This design comes from an exercise in tuning for small area, a short achievable clock period and few clock cycles per item on the open sky130 flow, not from production work.
At most, simulation tests tie the RTL to the original design; equivalence was not proved.
The flow treats the clock pin as an ideal source. Dropping or thinning the clock tree relies on that and would not hold on a real chip.
Power figures rest on the tool's default switching activity, not on a simulated workload.

Design CompMul, start of the top module:
module CompMul(
	input [31:0] Multiplicand_input,
	input [31:0] Multiplier_input,
	input run,
	input rst,
	input clk,
	output ready,
	output [63:0] Product_output
	);
Size in the first run: about 1,300 cells after synthesis, about 160 flip-flops, ~130 I/O pins, ~13,000 um^2 of cells after synthesis.
Settings: LEC_CHECK=0, CAP_MARGIN=20, CORE_MARGIN=2, CORE_UTILIZATION=40, CTS_BUF_LIST=sky130_fd_sc_hd__clkbuf_16, CTS_CLUSTER_DIAMETER=300, CTS_CLUSTER_SIZE=40, SLEW_MARGIN=20, SYNTH_HIERARCHICAL=1, SYNTH_MINIMUM_KEEP_SIZE=0; clock period 10.0 ns.
standard.sh (not shown) runs the stock make flow with config.mk's settings and CLKGATE_MAP_FILE= SYNTH_SCRIPT=/design/flow/synth_recipe.tcl, a recipe that flattens the netlist after the stock synthesis.
==> flow/flow/run.sh <==
#!/bin/bash
# Own layout flow: the standard layout (standard.sh) with these changes:
#  - the port buffers that buffer_ports inserts are of the cell named in flow/knobs
#    (PORT_BUF) instead of the default pick;
#  - repair_timing aims for the setup margin named in flow/knobs (SETUP_MARGIN);
#  - the clock tree step runs flow/cts_manual.tcl: the clock port drives
#    CLOCK_ROOTS clkbuf_16 buffers, each driving CLOCK_LEAVES clkbuf_16 buffers that
#    drive the registers of one region each (every register two buffers away),
#    instead of TritonCTS's tree (then the same repair as ORFS's step).
# Each make run writes its full output to a log file of its own in this folder;
# ORFS's own per-step logs stay under orfs/logs/.
set -euo pipefail
source flow/knobs
export OWN_FLOW_DIR="$PWD/flow"
export CLOCK_ROOTS CLOCK_LEAVES
ARGS=("BUFFER_PORTS_ARGS=-buffer_cell $PORT_BUF" "SETUP_SLACK_MARGIN=$SETUP_MARGIN")
bash standard.sh "${ARGS[@]}" place > make_place.log 2>&1
bash standard.sh "${ARGS[@]}" run RUN_SCRIPT="$PWD/flow/cts_manual.tcl" RUN_LOG_NAME_STEM=4_1_cts > make_cts.log 2>&1
bash standard.sh "${ARGS[@]}" finish > make_finish.log 2>&1
==> flow/flow/knobs <==
PORT_BUF=sky130_fd_sc_hd__buf_1
SETUP_MARGIN=7.0
CLOCK_ROOTS=4
CLOCK_LEAVES=2
Other scripts of this flow, unchanged in this note and not shown: flow/flow/cts_manual.tcl, flow/flow/mktree.tcl
Testbench counts at the start, summed over its fixed seeds: cycles 14,400, items 2,400.
Change:
==> flow/flow/knobs (replaced) <==
PORT_BUF=sky130_fd_sc_hd__buf_1
SETUP_MARGIN=7.05
CLOCK_ROOTS=4
CLOCK_LEAVES=4
- CORE_UTILIZATION: 40 -> 55
Effect:
- The new run ran to the end with no violations
- power climbs by a few percent
- setup slack improves by 0.063 ns
- synthesized area is unchanged
- sequential share of layout area hardly moves
- clock power climbs by well over a third
- worst hold slack degrades by 0.0095 ns
- final area barely changes
Change:
==> flow/flow/knobs (replaced) <==
PORT_BUF=sky130_fd_sc_hd__buf_1
SETUP_MARGIN=7.0
CLOCK_ROOTS=4
CLOCK_LEAVES=2
- CORE_UTILIZATION: 55 -> 40
- GPL_TIMING_DRIVEN: default -> 1
The new run finished clean.
Die area climbs by 36%.
Power is lower by 5.7%.
Setup slack got worse by 0.063 ns.
Combinational power is about the same.
Fmax decreases by 2.1%.
Sequential share of layout area stays flat.
Change:
==> flow/flow/knobs (replaced) <==
PORT_BUF=sky130_fd_sc_hd__buf_1
SETUP_MARGIN=7.1
CLOCK_ROOTS=4
CLOCK_LEAVES=2
- GPL_TIMING_DRIVEN: 1 -> default
The changed run went through all stages and came out clean.
Cell area came out higher by 2.1%.
Worst setup slack improved by 0.058 ns.
Cell count came out higher by 0.92%.
Die area is unchanged.
Wire length came out lower by 0.70%.
Sequential cell count is unchanged.
Total power came out higher by 0.54%.
Clock power came out lower by about 0.9%.
Register-to-register slack stays flat.
Sequential share of layout area came out lower by 0.29 points.
In every run of this note, the design's own scripts or RTL, not TritonCTS, make the clock network.

lane 1:
CompMul, a different RTL version from the one above (not shown whole).
Size: about 1200 cells after synthesis, roughly 140 flip-flops, roughly 0.013 sq mm of cells after synthesis.
==> flow/config.mk <==
export PLATFORM = sky130hd
export DESIGN_NAME = CompMul
export DESIGN_NICKNAME = CompMul
export VERILOG_FILES = /design/flow/design.v
export SDC_FILE = /design/flow/constraint.sdc
export NUM_CORES = 4
export LEC_CHECK = 0
export CAP_MARGIN = 20
export CORE_MARGIN = 2
export CORE_UTILIZATION = 40
export SLEW_MARGIN = 20
export SYNTH_HIERARCHICAL = 1
export SYNTH_MINIMUM_KEEP_SIZE = 0
==> flow/constraint.sdc <==
create_clock -name core_clock -period 10.0 [get_ports {clk}]
set_input_delay 2.0000 -clock core_clock [delete_from_list [all_inputs] [get_ports {clk}]]
set_output_delay 2.0000 -clock core_clock [all_outputs]
set_load 0.01 [all_outputs]
==> flow/flow/run.sh <==
#!/bin/bash
# Own layout flow: the standard layout (standard.sh), with two changes:
#  - the port buffers that buffer_ports inserts are of the cell named in flow/knobs
#    (PORT_BUF) instead of the default pick;
#  - repair_timing aims for the setup margin named in flow/knobs (SETUP_MARGIN).
# Each make run writes its full output to a log file in this folder; ORFS's own
# per-step logs stay under orfs/logs/.
set -euo pipefail
source flow/knobs
bash standard.sh \
  "BUFFER_PORTS_ARGS=-buffer_cell $PORT_BUF" \
  "SETUP_SLACK_MARGIN=$SETUP_MARGIN" \
  finish > make_finish.log 2>&1
==> flow/flow/knobs <==
PORT_BUF=sky130_fd_sc_hd__buf_2
SETUP_MARGIN=6.5
diff inputs: lane 1 => lane 2
Settings: CTS_BUF_LIST now sky130_fd_sc_hd__clkbuf_4 sky130_fd_sc_hd__clkbuf_8, previously not set.
==> flow/flow/knobs <==
PORT_BUF=sky130_fd_sc_hd__buf_2
SETUP_MARGIN=7.2
Findings:
Maximum net fanout on the critical path, lane 1 and lane 2, higher one = lane 2.
Going from lane 1 to lane 2, layout buffer count excluding clock buffers up 50; final critical path time including I/O delays and setup dropped 0.066 ns; fraction of power consumed by the clock network lower; count of endpoints failing hold in the final timing report essentially unchanged; met1 global-route usage has increased.
No functional check of the RTL was part of any run of this note.

CompMul, a different RTL version from the one above (not shown whole).
Size in the first run: ~130 I/O pins, about 12,000 um2 of cells after synthesis.
Settings: LEC_CHECK=0, CAP_MARGIN=20, CORE_MARGIN=2, CORE_UTILIZATION=40, CTS_BUF_LIST=sky130_fd_sc_hd__clkbuf_4 sky130_fd_sc_hd__clkbuf_8, SLEW_MARGIN=20, SYNTH_HIERARCHICAL=1, SYNTH_MINIMUM_KEEP_SIZE=0; clock period 10.0 ns.
==> flow/flow/knobs <==
PORT_BUF=sky130_fd_sc_hd__buf_2
SETUP_MARGIN=7.0
Scripts as last shown in full above: flow/flow/run.sh
The starting point finished clean.
Next try:
Settings changed: CTS_BUF_LIST sky130_fd_sc_hd__clkbuf_4 sky130_fd_sc_hd__clkbuf_8 to sky130_fd_sc_hd__clkbuf_16, CTS_CLUSTER_DIAMETER from default to 300, CTS_CLUSTER_SIZE from default to 40.
The changed run completed without violations.
Wire length is lower by 2.5%.
Hold slack hardly moves.
Power is lower by 3.3%.
Clock skew is lower by 3.7 ps.
Non-clock buffer count is lower by 34.
Final cell count is lower by 2.1%.
Cell area is lower by 2.7%.
No run of this note included a check of the RTL's function; only the layout flow was run.

== run A ==
RTL: one of the versions met above, not the one the previous note started from.
Size: roughly 1300 cells after synthesis, about 160 flip-flops, about 130 I/O pins.
export LEC_CHECK = 0
export CAP_MARGIN = 20
export CORE_MARGIN = 2
export CORE_UTILIZATION = 40
export CTS_BUF_LIST = sky130_fd_sc_hd__clkbuf_16
export CTS_CLUSTER_DIAMETER = 300
export CTS_CLUSTER_SIZE = 40
export SLEW_MARGIN = 20
export SYNTH_HIERARCHICAL = 1
export SYNTH_MINIMUM_KEEP_SIZE = 0
create_clock -name core_clock -period 10.0 [get_ports {clk}]
==> flow/flow/run.sh <==
#!/bin/bash
# Own layout flow: the standard layout (standard.sh) with these changes:
#  - the port buffers that buffer_ports inserts are of the cell named in flow/knobs
#    (PORT_BUF) instead of the default pick;
#  - repair_timing aims for the setup margin named in flow/knobs (SETUP_MARGIN);
#  - the clock tree step runs flow/cts_manual.tcl: the clock port drives
#    CLOCK_ROOTS clkbuf_16 buffers, each driving CLOCK_LEAVES clkbuf_16 buffers that
#    drive the registers of one region each (every register two buffers away),
#    instead of TritonCTS's tree (then the same repair as ORFS's step).
# Each make run writes its full output to a log file of its own in this folder;
# ORFS's own per-step logs stay under orfs/logs/.
set -euo pipefail
source flow/knobs
export OWN_FLOW_DIR="$PWD/flow"
export CLOCK_ROOTS CLOCK_LEAVES
ARGS=("BUFFER_PORTS_ARGS=-buffer_cell $PORT_BUF" "SETUP_SLACK_MARGIN=$SETUP_MARGIN")
bash standard.sh "${ARGS[@]}" place > make_place.log 2>&1
bash standard.sh "${ARGS[@]}" run RUN_SCRIPT="$PWD/flow/cts_manual.tcl" RUN_LOG_NAME_STEM=4_1_cts > make_cts.log 2>&1
bash standard.sh "${ARGS[@]}" finish > make_finish.log 2>&1
==> flow/flow/knobs <==
PORT_BUF=sky130_fd_sc_hd__buf_1
SETUP_MARGIN=6.9
CLOCK_ROOTS=4
CLOCK_LEAVES=2
Other scripts of this flow, unchanged in this note and not shown: flow/flow/cts_manual.tcl, flow/flow/mktree.tcl
Testbench counts of run A, summed over its fixed seeds: cycles 14,400, items 2,400.
For run B, these inputs were changed with respect to run A:
- CORE_UTILIZATION now 55, was 40
==> flow/flow/knobs <==
PORT_BUF=sky130_fd_sc_hd__buf_1
SETUP_MARGIN=7.0
CLOCK_ROOTS=4
CLOCK_LEAVES=2
Results
Run B: full flow OK, the timing, DRC and antenna checks passed. Compared with run A, in run B via count normalized by instance count rose by 0.39; total detailed-routing wirelength has decreased; total met3 wirelength after detailed routing now sits lower. Run B vs run A: final cell count down. Run A reports its first element of the critical path as TWO[1] while run B reports LAST. Run B: power lower than run A. Going from run A to run B, time the final worst path needs with I/O delays and setup dropped 0.044 ns, count of filler cells inserted in the layout has decreased. Going from run A to run B, the design area was found to have gone down by 1.1%.
Here is what was changed in the inputs of run C compared with run B.
==> flow/flow/knobs <==
PORT_BUF=sky130_fd_sc_hd__buf_1
SETUP_MARGIN=7.05
CLOCK_ROOTS=4
CLOCK_LEAVES=2
## What came out
Diff run B -> run C | final instance area | increase of 43 µm²
Going from run B to run C, sequential share of layout area stayed essentially flat, weighted congestion at the end of routability-driven global placement grew by 0.32%.
Between run C and run B, it is run C whose total wirelength of the detailed-routed design is higher, by 0.58%.
Of run B and run C, run B shows the higher final cycle utilization of the critical path, with run C below it.
The master of the slowest instance on the critical path comes out sky130_fd_sc_hd__dfxtp_4 in one run and sky130_fd_sc_hd__fa_1 in the other, namely in run B and run C respectively.
Diff run B -> run C: worst path required time was more or less identical; number of vias in the routed layout went down by 138.
Summary of run C over run B: share of cells above drive strength 1 now sits at about the same level; number of filler cells placed in the layout went up by 54.
In every run of this note, the design's own scripts or RTL, not TritonCTS, make the clock network.

==> static timing again, ports no longer ideal <==
No port has a modelled driver above. Below, the same layouts with a new extraction and two added sets of constraints.
Step 1 (the two cells are an assumption about what drives the block):
set clk [get_ports {clk}]
set_driving_cell -lib_cell sky130_fd_sc_hd__clkbuf_16 $clk
set_driving_cell -lib_cell sky130_fd_sc_hd__buf_2 [delete_from_list [all_inputs] $clk]
Step 2, shift: input delay + t, output delay - t, t = (earliest + latest rising clock arrival at the registers) / 2. This alone moves slack from input paths to output paths.
Three values: ideal, step 1, step 2; two values: the first two.
| run | t (ns) | setup WS [ns] | hold slack, ns |
|---|---|---|---|
| the first run of note 1 | 0.384 | 7.028 / 6.926 / 6.901 | 0.507 / 0.507 / 0.507 |
| the second run of note 1 | 0.387 | 7.091 / 6.989 / 6.863 | 0.498 / 0.498 / 0.498 |
| the third run of note 1 | 0.384 | 7.028 / 6.926 / 6.901 | 0.507 / 0.507 / 0.507 |
| the fourth run of note 1 | 0.388 | 7.086 / 7.012 / 6.929 | 0.510 / 0.510 / 0.510 |
| lane 1 | 0.484 | 6.548 / 6.548 / 6.548 | 0.480 / 0.480 / 0.480 |
| lane 2 | 0.520 | 6.614 / 6.605 / 6.614 | 0.505 / 0.505 / 0.505 |
| the first run of note 3 | 0.530 | 6.940 / 6.892 / 6.770 | 0.527 / 0.527 / 0.527 |
| the second run of note 3 | 0.478 | 6.974 / 6.924 / 6.807 | 0.524 / 0.524 / 0.524 |
| run A | 0.384 | 7.022 / 6.930 / 6.904 | 0.507 / 0.507 / 0.507 |
| run B | 0.389 | 7.066 / 6.979 / 6.938 | 0.499 / 0.499 / 0.499 |
| run C | 0.388 | 7.083 / 6.984 / 6.864 | 0.501 / 0.501 / 0.501 |
After both steps every run listed still meets setup and hold. The setup slack of the second run of note 1, which loses most, moves by -0.102 ns with the drivers and by -0.228 ns with both steps.
